Background: an optimization exercise with open tools, aiming at small area. Do not read the settings as production practice.
No activity file was given, so power comes from the tool's default toggle rates.

// TOP_MODULE
module TOP_MODULE(
    input CLK100MHZ,
    input rst,
    input SW,
    input BTNL, BTNR,
    output [7:0] AN,
    output CA,CB,CC,CD,CE,CF,CG, DP,
    output LED
    );
Size: ~320 cells after synthesis, roughly 22 I/O pins.
Settings: LEC_CHECK=0, CAP_MARGIN=20, CORE_MARGIN=2, CORE_UTILIZATION=40, PLACE_DENSITY=0.6, SLEW_MARGIN=20; clock period 10.0 ns.
standard.sh (not shown) runs the stock make flow with config.mk's settings and CLKGATE_MAP_FILE= SYNTH_SCRIPT=/design/flow/synth_recipe.tcl, a recipe that flattens the netlist after the stock synthesis.
==> flow/flow/run.sh <==
#!/bin/bash
# Layout flow: the standard ORFS flow (standard.sh) with
#  - combinational logic mapped by ABC for area (flow/area.abc) and no separate
#    half/full-adder extraction; registers are untouched, so they keep the
#    standard synthesis's names and cells;
#  - port buffers of the smallest buffer cell;
#  - clock tree synthesis without dummy loads.
set -euo pipefail
W=$PWD
{
  echo 'proc abc {args} {'
  echo '  set i [lsearch -exact $args -script]'
  echo "  if {\$i >= 0} { set args [lreplace \$args [expr {\$i+1}] [expr {\$i+1}] $W/flow/area.abc] }"
  echo '  yosys abc {*}$args'
  echo '}'
  cat synth_recipe.tcl
} > my_synth.tcl
bash standard.sh SYNTH_SCRIPT=$W/my_synth.tcl ADDER_MAP_FILE= \
  BUFFER_PORTS_ARGS="-buffer_cell sky130_fd_sc_hd__buf_1" \
  CTS_ARGS="-sink_clustering_enable -repair_clock_nets -dont_use_dummy_load -buf_list sky130_fd_sc_hd__clkbuf_4 -sink_clustering_size 40 -sink_clustering_max_diameter 200" \
  finish > standard.log 2>&1
==> flow/flow/area.abc <==
&get -n
&st
&dch
&nf -a -R 1000
&put
topo
Next try:
==> flow/run.sh (new file) <==
#!/bin/bash
# synth_recipe.tcl (not shown) runs the flow's synth.tcl, then flattens the netlist and writes it again
# the make line also repeats each setting of config.mk as NAME=value (left out here)
make -C /OpenROAD-flow-scripts/flow DESIGN_CONFIG=/design/flow/config.mk WORK_HOME=/design/flow/orfs CLKGATE_MAP_FILE= SYNTH_SCRIPT=/design/flow/synth_recipe.tcl finish
removed: flow/flow/run.sh
removed: flow/flow/area.abc
removed: flow/standard.sh
Setup slack is worse by 0.41 ns.
Cell count came out higher by about 10%.
Synthesized area climbs by 16%.
Clock-buffer cell count climbs by 2.
Critical path depth fell by 1.
Final area increases by about 22%.
Die area rose by about 15%.
Synthesized cell count increases by 14%.
Combinational power goes up by 50%.
Sequential share of layout area shrinks by 8.1 points.
Sequential cell count stays the same.
Next try:
==> flow/flow/run.sh (new file) <==
#!/bin/bash
# Layout flow: the standard ORFS flow (standard.sh) with
#  - combinational logic mapped by ABC for area (flow/area.abc) and no separate
#    half/full-adder extraction; registers are untouched, so they keep the
#    standard synthesis's names and cells;
#  - port buffers of the smallest buffer cell;
#  - clock tree synthesis without dummy loads.
set -euo pipefail
W=$PWD
{
  echo 'proc abc {args} {'
  echo '  set i [lsearch -exact $args -script]'
  echo "  if {\$i >= 0} { set args [lreplace \$args [expr {\$i+1}] [expr {\$i+1}] $W/flow/area.abc] }"
  echo '  yosys abc {*}$args'
  echo '}'
  cat synth_recipe.tcl
} > my_synth.tcl
bash standard.sh SYNTH_SCRIPT=$W/my_synth.tcl ADDER_MAP_FILE= \
  BUFFER_PORTS_ARGS="-buffer_cell sky130_fd_sc_hd__buf_1" \
  CTS_ARGS="-sink_clustering_enable -repair_clock_nets -dont_use_dummy_load" \
  finish > standard.log 2>&1
==> flow/flow/area.abc (new file) <==
&get -n
&st
&dch
&nf -a -R 1000
&put
topo
==> flow/standard.sh (new file) <==
#!/bin/bash
# synth_recipe.tcl (not shown) runs the flow's synth.tcl, then flattens the netlist and writes it again
# the make line also repeats each setting of config.mk as NAME=value (left out here)
make -C /OpenROAD-flow-scripts/flow DESIGN_CONFIG=/design/flow/config.mk WORK_HOME=/design/flow/orfs CLKGATE_MAP_FILE= SYNTH_SCRIPT=/design/flow/synth_recipe.tcl "${@:-finish}"
removed: flow/run.sh
Die area falls by 13%.
Total power went down by 17%.
Setup slack gains 0.40 ns.
Global-route usage hardly moves.
No run of this note included a check of the RTL's function; only the layout flow was run.

[static timing again, ports no longer ideal]
The results above use ideal ports. As a check the final layouts listed here were re-extracted and re-timed, cells and wires unchanged.
Step 1 sets driving cells, clkbuf_16 on the clock port and buf_2 on the other inputs (assumed; they add their load-dependent delay and slew).
Step 2 adds t to the input delays and takes it off the output delays; t is the mean of the earliest and latest rising clock arrival at the registers after step 1. Input paths then give back, and output paths get back, about the clock's delay inside the block.
Slacks: ideal / step 1 / step 2; pairs: ideal / step 1.
| run | t, ns | setup slack, ns | hold WS [ns] | slew at the worst register clock pin (ns) |
|---|---|---|---|---|
| the first run | 0.420 | 3.592 / 3.570 / 3.570 | 0.413 / 0.413 / 0.413 | 0.12 / 0.12 |
| the second run | 0.357 | 3.183 / 3.157 / 3.157 | 0.436 / 0.436 / 0.436 | 0.08 / 0.08 |
| the third run | 0.361 | 3.584 / 3.562 / 3.562 | 0.415 / 0.415 / 0.415 | 0.07 / 0.07 |
After both steps setup and hold are still met in every run listed. The setup slack of the second run, which loses most, moves by -0.026 ns with the drivers and by -0.026 ns with both steps.
